From an optimization exercise on the open Yosys and OpenROAD flow, aimed at small area and a short achievable clock period; shortcuts taken in it are not production practice. The RTL was checked by simulation tests, not by an equivalence proof against the original design. Power figures rest on the tool's default switching activity, not on a simulated workload.

==> design.v <==
`timescale 1ns/1ps
module data_path (
    input         clk,
    input         reset,
    input         rd_en,
    input  [31:0] imem_data,
    output [3:0]  imem_addr,
    output [31:0] alu_result
);
reg  [3:0]  pc;
reg  [4:0]  rd_q;                  
reg         eq1_q, eq2_q;          
reg         wr_q;                  
reg         isi_q;                 
reg         op_add, op_and, op_or, op_xor, op_sll, op_srl, op_slt;
reg  [31:0] a_q, b_q;              
reg  [15:0] lo_q;                  
reg         c16_q;                 
reg         ltlo_q;                
reg  [31:1] valid;
reg  [31:0] rf [1:31];
wire [31*32-1:0] rf_flat;            
assign imem_addr = pc;
wire [31:0] a = a_q;
wire [31:0] b = b_q;
wire [15:0] sum_hi;
add16_ks add_hi (.a(a[31:16]), .b(b[31:16]), .ci(c16_q), .s(sum_hi));
wire [31:0] sum    = {sum_hi, lo_q};
wire        lt;
lt16_tree cmp_hi (.a(a[31:16]), .b(b[31:16]), .lt_lo(ltlo_q), .lt(lt));
assign alu_result = ({32{op_add}} & sum)
                  | ({32{op_and}} & (a & b))
                  | ({32{op_or }} & (a | b))
                  | ({32{op_xor}} & (a ^ b))
                  | ({32{op_sll}} & {a[29:0], 2'b00})
                  | ({32{op_srl}} & {2'b00, a[31:2]})
                  | {31'b0, op_slt & lt};
wire [6:0] f_opc = imem_data[6:0];
wire [2:0] f_f3  = imem_data[14:12];
wire [6:0] f_f7  = imem_data[31:25];
wire       f_r   = (f_opc == 7'b0110011);
wire       f_i   = (f_opc == 7'b0010011);
wire       f7_0  = (f_f7 == 7'b0000000);
wire       f7_20 = (f_f7 == 7'b0100000);
reg d_add, d_or, d_xor, d_sll, d_srl, d_slt;
always @(*) begin
    d_add = 1'b0; d_or = 1'b0; d_xor = 1'b0;
    d_sll = 1'b0; d_srl = 1'b0; d_slt = 1'b0;
    if (f_r) begin
        case (f_f3)
            3'b000: begin d_add = f7_0; d_sll = f7_20; end
            3'b110: d_or  = f7_0;
            3'b100: d_xor = f7_0;
            3'b001: d_sll = f7_0;
            3'b101: d_srl = f7_0 | f7_20;
            3'b010: d_slt = f7_0;
            default: ;
        endcase
    end else if (f_i) begin
        case (f_f3)
            3'b000: d_add = 1'b1;
            3'b110: d_or  = 1'b1;
            3'b100: d_xor = 1'b1;
            3'b001: d_sll = 1'b1;
            3'b101: d_srl = f7_0 | f7_20;
            3'b010: d_slt = 1'b1;
            default: ;
        endcase
    end
end
wire d_and = ~(d_add | d_or | d_xor | d_sll | d_srl | d_slt);
wire [31:1] sel1, sel2;
genvar r;
generate
    for (r = 1; r < 32; r = r + 1) begin : rsel
        assign sel1[r] = valid[r] && imem_data[19:15] == r;
        assign sel2[r] = valid[r] && imem_data[24:20] == r;
    end
endgenerate
wire [31:0] rdv1, rdv2;
rf_read rd1 (.sel(sel1), .q(rf_flat), .y(rdv1));
rf_read rd2 (.sel(sel2), .q(rf_flat), .y(rdv2));
wire f_byp1 = wr_q && (rd_q == imem_data[19:15]);
wire f_byp2 = wr_q && (rd_q == imem_data[24:20]);
wire h_byp1 = wr_q && eq1_q;
wire h_byp2 = wr_q && eq2_q && !isi_q;
wire [31:0] a_n = rd_en ? (f_byp1 ? alu_result : rdv1)
                        : (h_byp1 ? alu_result : a_q);
wire [31:0] b_n = rd_en ? (f_i ? {{20{imem_data[31]}}, imem_data[31:20]}
                               : (f_byp2 ? alu_result : rdv2))
                        : (h_byp2 ? alu_result : b_q);
always @(posedge clk or posedge reset) begin
    if (reset) begin
        pc     <= 4'd0;
        wr_q   <= 1'b0;
        isi_q  <= 1'b0;
        op_add <= 1'b0;
        op_and <= 1'b0;
        op_or  <= 1'b0;
        op_xor <= 1'b0;
        op_sll <= 1'b0;
        op_srl <= 1'b0;
        op_slt <= 1'b0;
    end else begin
        if (rd_en) begin
            pc     <= pc + 4'd1;
            wr_q   <= (f_r | f_i) && (imem_data[11:7] != 5'd0);
            isi_q  <= f_i;
            op_add <= d_add;
            op_and <= d_and;
            op_or  <= d_or;
            op_xor <= d_xor;
            op_sll <= d_sll;
            op_srl <= d_srl;
            op_slt <= d_slt;
        end
    end
end
always @(posedge clk) begin
    a_q <= a_n;
    b_q <= b_n;
    {c16_q, lo_q} <= {1'b0, a_n[15:0]} + {1'b0, b_n[15:0]};
    ltlo_q <= a_n[15:0] < b_n[15:0];
    if (rd_en) begin
        rd_q  <= imem_data[11:7];
        eq1_q <= (imem_data[19:15] == imem_data[11:7]);
        eq2_q <= (imem_data[24:20] == imem_data[11:7]);
    end
end
genvar g;
generate
    for (g = 1; g < 32; g = g + 1) begin : regs
        always @(posedge clk or posedge reset) begin
            if (reset)
                valid[g] <= 1'b0;
            else if (wr_q && rd_q == g)
                valid[g] <= 1'b1;
        end
        always @(posedge clk) begin
            if (wr_q && rd_q == g)
                rf[g] <= alu_result;
        end
        assign rf_flat[(g-1)*32 +: 32] = rf[g];
    end
endgenerate
endmodule
module rf_read (
    input  [31:1]        sel,
    input  [31*32-1:0]   q,
    output [31:0]        y
);
genvar b, j;
generate
    for (b = 0; b < 32; b = b + 1) begin : bits
        wire [10:0] t;
        for (j = 0; j < 10; j = j + 1) begin : grp
            aoi222 g (
                .a1(sel[3*j+1]), .a2(q[(3*j)*32+b]),
                .b1(sel[3*j+2]), .b2(q[(3*j+1)*32+b]),
                .c1(sel[3*j+3]), .c2(q[(3*j+2)*32+b]),
                .y(t[j]));
        end
        assign t[10] = ~(sel[31] & q[30*32+b]);
        assign y[b] = ~&t;
    end
endgenerate
endmodule
module aoi222 (
    input  a1, a2, b1, b2, c1, c2,
    output y
);
assign y = ~((a1 & a2) | (b1 & b2) | (c1 & c2));
endmodule
module add16_ks (
    input  [15:0] a,
    input  [15:0] b,
    input         ci,
    output [15:0] s
);
wire [16:0] g0, p0;
assign g0[0] = ci;
assign p0[0] = 1'b0;
genvar i, l;
generate
    for (i = 0; i < 16; i = i + 1) begin : pg
        gate_and2 ga (.a(a[i]), .b(b[i]), .y(g0[i+1]));
        gate_xor2 gx (.a(a[i]), .b(b[i]), .y(p0[i+1]));
    end
endgenerate
wire [16:0] gl [0:5];
wire [16:0] pl [0:5];
assign gl[0] = g0;
assign pl[0] = p0;
generate
    for (l = 1; l <= 5; l = l + 1) begin : lvl
        for (i = 0; i <= 16; i = i + 1) begin : node
            if (i >= (1 << (l-1))) begin : op
                gate_ao21 gg (.a(gl[l-1][i]), .b(pl[l-1][i]), .c(gl[l-1][i-(1<<(l-1))]), .y(gl[l][i]));
                if (i >= (1 << l)) begin : pp
                    gate_and2 gp (.a(pl[l-1][i]), .b(pl[l-1][i-(1<<(l-1))]), .y(pl[l][i]));
                end else begin : pz
                    assign pl[l][i] = 1'b0;
                end
            end else begin : pass
                assign gl[l][i] = gl[l-1][i];
                assign pl[l][i] = pl[l-1][i];
            end
        end
    end
    for (i = 0; i < 16; i = i + 1) begin : sum
        gate_xor2 gs (.a(p0[i+1]), .b(gl[5][i]), .y(s[i]));
    end
endgenerate
endmodule
module gate_and2 (input a, input b, output y);
assign y = a & b;
endmodule
module gate_xor2 (input a, input b, output y);
assign y = a ^ b;
endmodule
module gate_ao21 (input a, input b, input c, output y);
assign y = a | (b & c);
endmodule
module lt16_tree (
    input  [15:0] a,
    input  [15:0] b,
    input         lt_lo,
    output        lt
);
wire [16:0] l0, e0;
assign l0[0] = lt_lo;
assign e0[0] = 1'b0;
genvar i;
generate
    for (i = 0; i < 16; i = i + 1) begin : leaf
        gate_andn  gl (.a(a[i]), .b(b[i]), .y(l0[i+1]));
        gate_xnor2 ge (.a(a[i]), .b(b[i]), .y(e0[i+1]));
    end
endgenerate
wire [8:0] l1, e1;
generate
    for (i = 0; i < 8; i = i + 1) begin : c1
        gate_ao21 gl (.a(l0[2*i+1]), .b(e0[2*i+1]), .c(l0[2*i]), .y(l1[i]));
        gate_and2 ge (.a(e0[2*i+1]), .b(e0[2*i]), .y(e1[i]));
    end
endgenerate
assign l1[8] = l0[16];
assign e1[8] = e0[16];
wire [4:0] l2, e2;
generate
    for (i = 0; i < 4; i = i + 1) begin : c2
        gate_ao21 gl (.a(l1[2*i+1]), .b(e1[2*i+1]), .c(l1[2*i]), .y(l2[i]));
        gate_and2 ge (.a(e1[2*i+1]), .b(e1[2*i]), .y(e2[i]));
    end
endgenerate
assign l2[4] = l1[8];
assign e2[4] = e1[8];
wire [2:0] l3, e3;
generate
    for (i = 0; i < 2; i = i + 1) begin : c3
        gate_ao21 gl (.a(l2[2*i+1]), .b(e2[2*i+1]), .c(l2[2*i]), .y(l3[i]));
        gate_and2 ge (.a(e2[2*i+1]), .b(e2[2*i]), .y(e3[i]));
    end
endgenerate
assign l3[2] = l2[4];
assign e3[2] = e2[4];
wire l4;
gate_ao21 g4a (.a(l3[1]), .b(e3[1]), .c(l3[0]), .y(l4));
wire e4;
gate_and2 g4e (.a(e3[2]), .b(e3[1]), .y(e4));
gate_ao21 g5 (.a(l3[2]), .b(e3[2]), .c(l4), .y(lt));
endmodule
module gate_andn (input a, input b, output y);
assign y = ~a & b;
endmodule
module gate_xnor2 (input a, input b, output y);
assign y = ~(a ^ b);
endmodule
==> flow/run.sh <==
#!/bin/bash
# Standard synthesis unchanged; the layout steps buffer the ports with
# buf_4 (instead of a delay cell) and let the resizer change a cell's
# footprint when it sizes it.
set -uo pipefail
bash standard.sh synth > synth.log 2>&1 || exit 1
bash standard.sh MATCH_CELL_FOOTPRINT=0 \
    "BUFFER_PORTS_ARGS=-buffer_cell sky130_fd_sc_hd__buf_4" \
    finish > layout.log 2>&1
==> standard.sh <==
#!/bin/bash
# synth_recipe.tcl (not shown) runs the flow's synth.tcl, then flattens the netlist and writes it again
# the make line also repeats each setting of config.mk as NAME=value (left out here)
make -C /OpenROAD-flow-scripts/flow DESIGN_CONFIG=/design/flow/config.mk WORK_HOME=/design/flow/orfs CLKGATE_MAP_FILE= SYNTH_SCRIPT=/design/flow/synth_recipe.tcl "${@:-finish}"
==> config.mk <==
export PLATFORM = sky130hd
export DESIGN_NAME = data_path
export DESIGN_NICKNAME = data_path
export VERILOG_FILES = /design/flow/design.v
export SDC_FILE = /design/flow/constraint.sdc
export NUM_CORES = 4
export LEC_CHECK = 0
export CAP_MARGIN = 10
export CORE_MARGIN = 2
export CORE_UTILIZATION = 35
export CTS_CLUSTER_DIAMETER = 80
export CTS_CLUSTER_SIZE = 30
export SETUP_SLACK_MARGIN = 4.0
export SLEW_MARGIN = 10
export SYNTH_HIERARCHICAL = 1
export SYNTH_MINIMUM_KEEP_SIZE = 0
export TNS_END_PERCENT = 10
==> constraint.sdc <==
create_clock -name core_clock -period 8.5 [get_ports {clk}]
set_input_delay 1.7000 -clock core_clock [delete_from_list [all_inputs] [get_ports {clk}]]
set_output_delay 1.7000 -clock core_clock [all_outputs]
set_load 0.01 [all_outputs]
==> impl_metrics.tcl, run 1 <==
set metrics [dict create \
    outcome "no timing/DRC/antenna violations" \
    peakVddDrop_v 0.0001620 \
    place.port_buffers 70 \
    rsz0062_at_grt "yes" \
    synth_edf_count 1031 \
    p_leak_nw 18.61 \
    fin_worst_skew_ns 0.05174 \
    max_cap_violations 0 \
    cts_tree "done" \
    core_sq_mm 0.1397 \
    pwr-share-seq_pct 64.2 \
    pre_cts_slack_ns 2.312 \
    via_per_inst 6.962 \
    path_clk_slew_ns 0.11 \
    htreeDepth 2 \
    hpwl_microns 103600 \
    finalSetupViolCount 0 \
    fin_cells 5257 \
    firstDrtPassIters 14 \
    wirelength_microns 189200 \
    num_rows 137 \
    remaining_drc_errors 0 \
    critPathKind "in -> reg" \
    syn_to_final_growth_pct 11.45 \
    end_kind "register" \
    cp_max_fo 16 \
    worst_slack_ns 2.893 \
    cts_buffers 49 \
    ys_seq_area_share_pct 67.05 \
    start_util_pct 35.30 \
    p_int_mw 7.327 \
    num_vias 36600 \
    hold_end "pc[3]" \
    final_net_count 3470 \
    worstPathRequired_ns 9.14 \
    power_frac_comb_pct 4.7 \
    reg2reg_slack_ns 3.68 \
    seq_area_sq_mm 0.03306 \
    clockBufferDepth 3 \
    p_switching_mw 2.158 \
    grt_pass1_wl_microns 251100 \
    synth_top_area_share_pct 62.79 \
    fin_setup_tns_ns 0 \
    min_path_type "reg -> reg" \
    io_pins 71 \
    fill_cells 12809 \
    finalCritPeriodShare_pct 65.96 \
    cts.sink_count 1125 \
    fin_crit_ns 5.607 \
    avgSynthCellArea_sq_um 15.53 \
    multiInputGateArea_sq_mm 0.01638 \
    avgRoutedWirePerCell_microns 35.99 \
    max_slew_margin_pct 26.10 \
    drt_iter0_drc 9535 \
    dp_cells 5131 \
    final_common_cell "edfxtp_1" \
    synth_ff_type "edfxtp_1" \
    grt_pass1_vias 34385 \
    max_freq_mhz 178.3 \
    grt_overflow 0 \
    antenna_found_initial 19 \
    startpoint_type "input pin" \
    drive_above_1_share_pct 13.79 \
    holdPathStages 1 \
    yosys_register_bits 1125 \
    die_h_microns 379.3 \
    powerDensity_mw_per_mm2 172.6 \
    reg2reg_depth 19 \
    ys_async_sr_fraction_pct 3.911 \
    synth_area_sq_mm 0.04931 \
    yosysWarnings 9 \
    grt_usage_pct 24.25 \
    yosysUniqueCellTypes 69 \
    finalHoldViolCount 0 \
    holdCritStartpoint "pc[3]" \
    grt_max_degree 55 \
    synth.top_cells.by_area "edfxtp_1, a222oi_1, ha_1" \
    critical_path_arrival_ns 6.25 \
    drv_slew 0 \
    root_buffer "clkbuf_16" \
    r2r_start "a_q[26]" \
    clk_latency_ns 0.70 \
    gp_congestion 0.8959 \
    p_sw_share_pct 22.75 \
    p_clk_share_pct 31.1 \
    die-area_sq_mm 0.1439 \
    r2r-end "lo_q[14]" \
    die_width_microns 379.3 \
    syn_inst 3176 \
    tightest_slew_ns 1.108 \
    yosys.area.top_type "edfxtp_1" \
    drtAntennaViolNets 0 \
    layout_common_cells "edfxtp_1, a222oi_1, buf_4" \
]
-- worst max-delay path, cell delays in order --
cell and delay [ns]:
buf_6 0.16, and2_1 0.45, and4_4 0.49, a222oi_1 0.61
nand4_1 0.27, a2111o_1 0.48, mux2_2 0.29, nand2_1 0.07
o21ai_1 0.15, ha_4 0.24, or4_4 0.49, o21ai_4 0.21
o22ai_1 0.14, or4_1 0.41, nand3_1 0.08
-- layout make-up --
cell class                      instances  share of cell area [%]
Antenna cell                           17                 0.07741
Sequential cell                      1125                   60.16
Multi-Input combinational cell       1906                   29.81
Inverter                               90                  0.6147
Clock inverter                         16                  0.4144
Clock buffer                           62                   2.338
Timing Repair Buffer                  165                   2.311
Tap cell                             1876                   4.271
-- Yosys stat by module (local to each module, per instance), excerpt --
module | copies in the design | area [sq um] | cells inside
data_path | 1 | 39570 | 2085
rf_read | 2 | 914.6 | 131
gate_andn | 16 | 13.76 | 1
aoi222 | 640 | 10.01 | 1
gate_xnor2 | 16 | 8.758 | 1
gate_xor2 | 32 | 8.758 | 1
gate_ao21 | 65 | 7.507 | 1
gate_and2 | 60 | 6.256 | 1
-- cells in the mapped netlist (4+ instances only) --
master,count
edfxtp_1,1031
a222oi_1,646
nand2_1,145
nand4_1,131
ha_1,97
inv_1,89
nor2_1,89
a21o_1,70
and2_1,70
a2111o_1,64
and3_1,54
dfxtp_1,50
xor2_1,48
a21oi_1,46
a22oi_1,44
dfrtp_1,44
mux2i_1,39
or2_2,35
xnor2_1,35
clkbuf_1,34
o21ai_0,30
nand3_1,29
nor2b_1,23
mux2_2,21
o211ai_1,18
buf_2,17
a2bb2oi_1,16
nor2b_4,16
o221ai_1,11
buf_6,10
o221a_2,10
nand2b_1,9
nor3_1,9
and4_1,8
o22ai_1,8
a221oi_1,6
a22o_1,6
buf_1,6
nand4b_1,6
o21a_1,5
or4_1,5
nor4_1,4
o21bai_1,4
-- through the flow --
| step | total power, mW | hold slack, ns | cell area, sq um | util [%] |
|---|---|---|---|---|
| 2_1_floorplan | 6.451 | 0.4445 | 49670 | - |
| 3_3_place_gp | 6.619 | 0.4631 | 53040 | 37.97 |
| 3_5_place_dp | 6.626 | 0.4719 | 53040 | 37.97 |
| 4_1_cts | 9.463 | 0.4922 | 54560 | 39.06 |
| 5_1_grt | 9.707 | 0.5286 | 54920 | 39.31 |
| 6_report | 9.485 | 0.4910 | 54960 | 39.34 |
-- sequential cells by signal, indices dropped and copies added, names as in the netlist --
name / cells
op_srl: 1
rd_q: 5
isi_q: 1
op_sll: 1
pc: 4
op_and: 1
lo_q: 16
ltlo_q: 1
op_or: 1
eq1_q: 1
eq2_q: 1
wr_q: 1
rf: 992
valid: 31
op_add: 1
c16_q: 1
a_q: 32
op_slt: 1
op_xor: 1
b_q: 32
-- what timing repair did --
item                                    4_1_cts  5_1_grt
buffers inserted                              0       15
resized for setup                             4       29
endpoints found under the setup margin       33       37
hold buffers                                  0        0
pin swaps                                     5       15
cloned                                        0       16
-- power groups by stage --
stage	combinational [mW]	clock [mW]	sequential, mW
2_1_floorplan	0.257	0	6.19
3_3_place_gp	0.413	0	6.21
3_5_place_dp	0.419	0	6.21
4_1_cts	0.421	2.96	6.08
5_1_grt	0.480	3.13	6.10
6_report	0.447	2.95	6.09
-- how the worst max path moves through the flow --
| stage | slack, ns | endpoint | cells past startpoint | start |
|---|---|---|---|---|
| after global placement | 2.26 | lo_q[15] | 16 | imem_data[16] |
| final | 2.89 | lo_q[15] | 15 | imem_data[17] |
| after CTS | 3.25 | lo_q[15] | 16 | imem_data[18] |
| after global routing | 2.91 | lo_q[12] | 15 | imem_data[16] |
| after detailed placement | 2.31 | lo_q[15] | 16 | imem_data[16] |
| after floorplan | 3.42 | lo_q[15] | 15 | imem_data[21] |
-- per-layer routing --
metal	GRT usage, %	share of wire [%]	up-vias
met2	37.28	44	3121
met4	8.670	5.3	14
met1	31.62	35	18280
met5	1.372	0.22	-
li1	-	-	14676
met3	8.303	16	509
-- kinds of logic (layout without fill, tap and decap cells) --
| family | Yosys count | after routing | share of synthesized area, % |
|---|---|---|---|
| simple gates | 645 | 661 | 7.278 |
| buf+inv | 161 | 333 | 1.502 |
| flops | 1125 | 1125 | 67.05 |
| fa+ha+maj | 98 | 98 | 2.502 |
| mux | 60 | 60 | 1.271 |
| xor+xnor | 83 | 83 | 1.474 |
| other cells | 0 | 17 | 0 |
| compound gates | 1004 | 1004 | 18.92 |
==> inputs of run 2 (changes only) <==
--- a/design.v
+++ b/design.v
@@ -24,7 +24,7 @@
 wire [31:0] a = a_q;
 wire [31:0] b = b_q;
 wire [15:0] sum_hi;
-add16_ks add_hi (.a(a[31:16]), .b(b[31:16]), .ci(c16_q), .s(sum_hi));
+add16_ks add_hi (.a(a[31:16]), .b(b[31:16]), .ci(c16_q), .s(sum_hi), .co());
 wire [31:0] sum    = {sum_hi, lo_q};
 wire        lt;
 lt16_tree cmp_hi (.a(a[31:16]), .b(b[31:16]), .lt_lo(ltlo_q), .lt(lt));
@@ -69,26 +69,34 @@
     end
 end
 wire d_and = ~(d_add | d_or | d_xor | d_sll | d_srl | d_slt);
-wire [31:1] sel1, sel2;
-genvar r;
-generate
-    for (r = 1; r < 32; r = r + 1) begin : rsel
-        assign sel1[r] = valid[r] && imem_data[19:15] == r;
-        assign sel2[r] = valid[r] && imem_data[24:20] == r;
-    end
-endgenerate
-wire [31:0] rdv1, rdv2;
-rf_read rd1 (.sel(sel1), .q(rf_flat), .y(rdv1));
-rf_read rd2 (.sel(sel2), .q(rf_flat), .y(rdv2));
 wire f_byp1 = wr_q && (rd_q == imem_data[19:15]);
 wire f_byp2 = wr_q && (rd_q == imem_data[24:20]);
 wire h_byp1 = wr_q && eq1_q;
 wire h_byp2 = wr_q && eq2_q && !isi_q;
-wire [31:0] a_n = rd_en ? (f_byp1 ? alu_result : rdv1)
-                        : (h_byp1 ? alu_result : a_q);
-wire [31:0] b_n = rd_en ? (f_i ? {{20{imem_data[31]}}, imem_data[31:20]}
-                               : (f_byp2 ? alu_result : rdv2))
-                        : (h_byp2 ? alu_result : b_q);
+wire [31:1] we;                      
+wire [31:1] sel1, sel2;
+genvar r;
+generate
+    for (r = 1; r < 32; r = r + 1) begin : rsel
+        assign we[r]   = wr_q && rd_q == r;
+        assign sel1[r] = rd_en && valid[r] && !we[r] && imem_data[19:15] == r;
+        assign sel2[r] = rd_en && !f_i && valid[r] && !we[r] && imem_data[24:20] == r;
+    end
+endgenerate
+wire [31:0] imm_n = {{20{imem_data[31]}}, imem_data[31:20]};
+wire [31:0] a_n, b_n;
+sel_read #(.N(33)) rd1 (
+    .sel({rd_en ? f_byp1 : h_byp1, !rd_en && !h_byp1, sel1}),
+    .q({alu_result, a_q, rf_flat}),
+    .y(a_n));
+sel_read #(.N(34)) rd2 (
+    .sel({rd_en ? (f_byp2 && !f_i) : h_byp2, !rd_en && !h_byp2, rd_en && f_i, sel2}),
+    .q({alu_result, b_q, imm_n, rf_flat}),
+    .y(b_n));
+wire [15:0] lo_sum;
+wire        lo_co, lo_lt;
+add16_ks  add_lo (.a(a_n[15:0]), .b(b_n[15:0]), .ci(1'b0), .s(lo_sum), .co(lo_co));
+lt16_tree cmp_lo (.a(a_n[15:0]), .b(b_n[15:0]), .lt_lo(1'b0), .lt(lo_lt));
 always @(posedge clk or posedge reset) begin
     if (reset) begin
         pc     <= 4'd0;
@@ -119,8 +127,8 @@
 always @(posedge clk) begin
     a_q <= a_n;
     b_q <= b_n;
-    {c16_q, lo_q} <= {1'b0, a_n[15:0]} + {1'b0, b_n[15:0]};
-    ltlo_q <= a_n[15:0] < b_n[15:0];
+    {c16_q, lo_q} <= {lo_co, lo_sum};
+    ltlo_q <= lo_lt;
     if (rd_en) begin
         rd_q  <= imem_data[11:7];
         eq1_q <= (imem_data[19:15] == imem_data[11:7]);
@@ -133,34 +141,43 @@
         always @(posedge clk or posedge reset) begin
             if (reset)
                 valid[g] <= 1'b0;
-            else if (wr_q && rd_q == g)
+            else if (we[g])
                 valid[g] <= 1'b1;
         end
         always @(posedge clk) begin
-            if (wr_q && rd_q == g)
+            if (we[g])
                 rf[g] <= alu_result;
         end
         assign rf_flat[(g-1)*32 +: 32] = rf[g];
     end
 endgenerate
 endmodule
-module rf_read (
-    input  [31:1]        sel,
-    input  [31*32-1:0]   q,
-    output [31:0]        y
-);
+module sel_read #(
+    parameter N = 33
+) (
+    input  [N-1:0]      sel,
+    input  [N*32-1:0]   q,
+    output [31:0]       y
+);
+localparam G = N / 3;
 genvar b, j;
 generate
     for (b = 0; b < 32; b = b + 1) begin : bits
-        wire [10:0] t;
-        for (j = 0; j < 10; j = j + 1) begin : grp
+        wire [G:0] t;
+        for (j = 0; j < G; j = j + 1) begin : grp
             aoi222 g (
-                .a1(sel[3*j+1]), .a2(q[(3*j)*32+b]),
-                .b1(sel[3*j+2]), .b2(q[(3*j+1)*32+b]),
-                .c1(sel[3*j+3]), .c2(q[(3*j+2)*32+b]),
+                .a1(sel[3*j]),   .a2(q[(3*j)*32+b]),
+                .b1(sel[3*j+1]), .b2(q[(3*j+1)*32+b]),
+                .c1(sel[3*j+2]), .c2(q[(3*j+2)*32+b]),
                 .y(t[j]));
         end
-        assign t[10] = ~(sel[31] & q[30*32+b]);
+        if (N % 3 == 1) begin : r1
+            assign t[G] = ~(sel[N-1] & q[(N-1)*32+b]);
+        end else if (N % 3 == 2) begin : r2
+            assign t[G] = ~((sel[N-2] & q[(N-2)*32+b]) | (sel[N-1] & q[(N-1)*32+b]));
+        end else begin : r0
+            assign t[G] = 1'b1;
+        end
         assign y[b] = ~&t;
     end
 endgenerate
@@ -175,7 +192,8 @@
     input  [15:0] a,
     input  [15:0] b,
     input         ci,
-    output [15:0] s
+    output [15:0] s,
+    output        co
 );
 wire [16:0] g0, p0;
 assign g0[0] = ci;
@@ -207,6 +225,7 @@
             end
         end
     end
+    assign co = gl[5][16];
     for (i = 0; i < 16; i = i + 1) begin : sum
         gate_xor2 gs (.a(p0[i+1]), .b(gl[5][i]), .y(s[i]));
     end
==> run 2 against run 1 <==
  * Still clean
  * Clock power shrank 4%
  * Critical path depth shrank 2
  * Wire length grew 0.30%
  * Synthesized cell count shrank 2.7%
  * Power shrank 3.2%
  * Design area grew 2.7%
  * Count of clock-buffer cells in the layout grew 2
  * Maximum frequency grew 11%
  * Largest cell class unchanged
==> impl_metrics.tcl, run 2 <==
set metrics [dict create \
    outcome "no timing/DRC/antenna violations" \
    end_kind "register" \
    max_cap_violations 0 \
    remaining_drc_errors 0 \
    final_common_cell "edfxtp_1" \
    worstPathRequired_ns 9.02 \
    r2r_start "rd_q[2]" \
    cts_tree "done" \
    fin_util_pct 41.08 \
    multiInputGateArea_sq_mm 0.01648 \
    syn_to_final_growth_pct 16.55 \
    drive_above_1_share_pct 19.34 \
    syn_inst 3089 \
    peakVddDrop_v 0.0001457 \
    start_util_pct 35.25 \
    fill_cells 12267 \
    die-area_sq_mm 0.1413 \
    layout_common_cells "edfxtp_1, a222oi_1, buf_4" \
    clk_latency_ns 0.68 \
    synth_area_sq_mm 0.04841 \
    slowest_delay_ns 1.15 \
    antenna_found_initial 13 \
    grt_overflow 0 \
    clockBufferDepth 3 \
    cts_buffers 47 \
    hold_buffers 0 \
    reg2reg_slack_ns 3.60 \
    min_path_type "reg -> reg" \
    cp_max_fo 32 \
    seq_area_sq_mm 0.03280 \
    finalHoldViolCount 0 \
    gp_congestion 0.9393 \
    avgSynthCellArea_sq_um 15.67 \
    holdWs_ns 0.4689 \
    tightest_slew_ns 1.265 \
    regMostFlops "rf" \
    finalSetupViolCount 0 \
    crit_path_start "imem_data[16]" \
    firstDrtPassIters 13 \
    num_rows 136 \
    largest_reg_flops 992 \
    r2r-end "lo_q[14]" \
    num_vias 37049 \
    path_clk_slew_ns 0.11 \
    die_width_microns 375.9 \
    fin_worst_skew_ns 0.03483 \
    startpoint_type "input pin" \
    hpwl_microns 126200 \
    grt_pass1_vias 34022 \
    drv_slew 0 \
    reg2reg_depth 14 \
    max_slew_margin_pct 15.69 \
    root_buffer "clkbuf_16" \
    avgRoutedWirePerCell_microns 35.97 \
    critPathKind "in -> reg" \
    powerDensity_mw_per_mm2 162.8 \
    yosysWarnings 9 \
    p_total_mw 9.182 \
    finalCritPeriodShare_pct 59.59 \
    critical_path_arrival_ns 5.59 \
    core_sq_mm 0.1373 \
    place.port_buffers 70 \
    via_per_inst 7.022 \
    cpMostUsedCell "and2_1" \
    drt_iter0_drc 9974 \
    rsz0062_at_grt "yes" \
    p_leak_nw 18.88 \
    fin_cells 5276 \
    grt_pass1_wl_microns 263400 \
    die_h_microns 375.9 \
    wirelength_microns 189800 \
    fin_crit_ns 5.066 \
    drtAntennaViolNets 0 \
    max_freq_mhz 197.4 \
    fin_setup_tns_ns 0 \
    crit_end "lo_q[13]" \
    cp_slowest_cell "a222oi_1" \
    io_pins 71 \
    cts.sink_count 1125 \
    cp_cell_sequence "buf_4 -> nand4_1 -> nor3_4 -> buf_4 -> a222oi_1 -> nand4_1 -> or3_4 -> xor2_2 -> and2_1 -> and2_1 -> and2_1 -> a21o_1 -> xor2_1" \
    grt_max_degree 45 \
    dp_cells 5072 \
    grt_usage_pct 25.82 \
    htreeDepth 2 \
    largestRegisters "rf (992), a_q (32), b_q (32)" \
    final_net_count 3548 \
]
-- run 2: report_power, final --
part / switching, mW / total [mW] / internal [mW]
sequential: 0.0448 / 6.00 / 5.95
combinational: 0.206 / 0.342 / 0.136
clock: 1.76 / 2.84 / 1.08
total: 2.01 / 9.18 / 7.17
-- run 2: worst max-delay path, delay by kind of cell --
| family | cells | cell delay (ns) |
|---|---|---|
| and+or+nand+nor | 7 | 1.63 |
| AOI/OAI and AO/OA | 2 | 1.35 |
| buffers and inverters | 2 | 0.45 |
| xor gates and xnor gates | 2 | 0.40 |
-- run 2: stage by stage --
| step | setup WS (ns) | cell area (sq um) |
|---|---|---|
| 2_1_floorplan | 3.369 | 48980 |
| 3_3_place_gp | 2.005 | 53190 |
| 3_5_place_dp | 2.017 | 53190 |
| 4_1_cts | 3.656 | 56240 |
| 5_1_grt | 3.456 | 56410 |
| 6_report | 3.434 | 56410 |
-- run 2: cell type report --
| class | count | area share (%) |
|---|---|---|
| well taps | 1794 | 3.979 |
| repair buffers | 349 | 5.636 |
| diodes | 3 | 0.01331 |
| multi-input cells | 1850 | 29.21 |
| clock buffers | 64 | 2.198 |
| clock inverters | 16 | 0.3061 |
| inverters | 75 | 0.5123 |
| flip-flops and latches | 1125 | 58.15 |
-- run 2: timing repair --
action | in CTS | in global routing
resized for setup | 165 | 16
endpoints found under the setup margin | 89 | 43
cloned | 8 | 1
endpoints found under the hold margin | 0 | 0
setup buffers | 103 | 9
pin swaps | 102 | 22
-- run 2: routing by layer --
metal / part of all wire [%] / vias to the layer above / routed length (microns) / GRT usage [%]
li1: - / 14784 / - / -
met1: 38 / 18974 / 71510 / 35.52
met2: 43 / 2954 / 81540 / 38.69
met3: 16 / 323 / 29680 / 8.808
met4: 3.7 / 14 / 6928 / 7.267
met5: 0.054 / - / 103 / 0
-- run 2: worst min path at each step --
stage,start,to,slack [ns],cells after the start
after floorplan,valid[11],valid[11],0.43,1
after global placement,valid[19],valid[19],0.44,1
after detailed placement,valid[31],valid[31],0.45,1
after CTS,valid[29],valid[29],0.47,1
after global routing,valid[9],valid[9],0.49,1
final,valid[27],valid[27],0.47,1

-- re-timing with driven ports --
The flow's constraints put no driver on any port. The routed layouts listed below were extracted and timed again, unchanged, in two steps.
Step 1 assumes that a clkbuf_16 drives the clock port and a buf_2 every other input.
Step 2 times the ports against the registers' clock, not the clock port: input delays grow and output delays shrink by t, the midpoint of the rising clock arrivals with the driver on.
a / b / c = no drivers / after step 1 / after step 2; a / b = the first two.
| run | t (ns) | setup slack, ns | worst hold slack (ns) |
|---|---|---|---|
| run 1 | 0.753 | 2.893 / 2.940 / 2.187 | 0.491 / 0.491 / 0.491 |
| run 2 | 0.729 | 3.434 / 3.456 / 2.727 | 0.469 / 0.469 / 0.469 |
After both steps setup and hold are still met in every run listed. The setup slack of run 2, which loses most, moves by +0.022 ns with the drivers and by -0.707 ns with both steps.
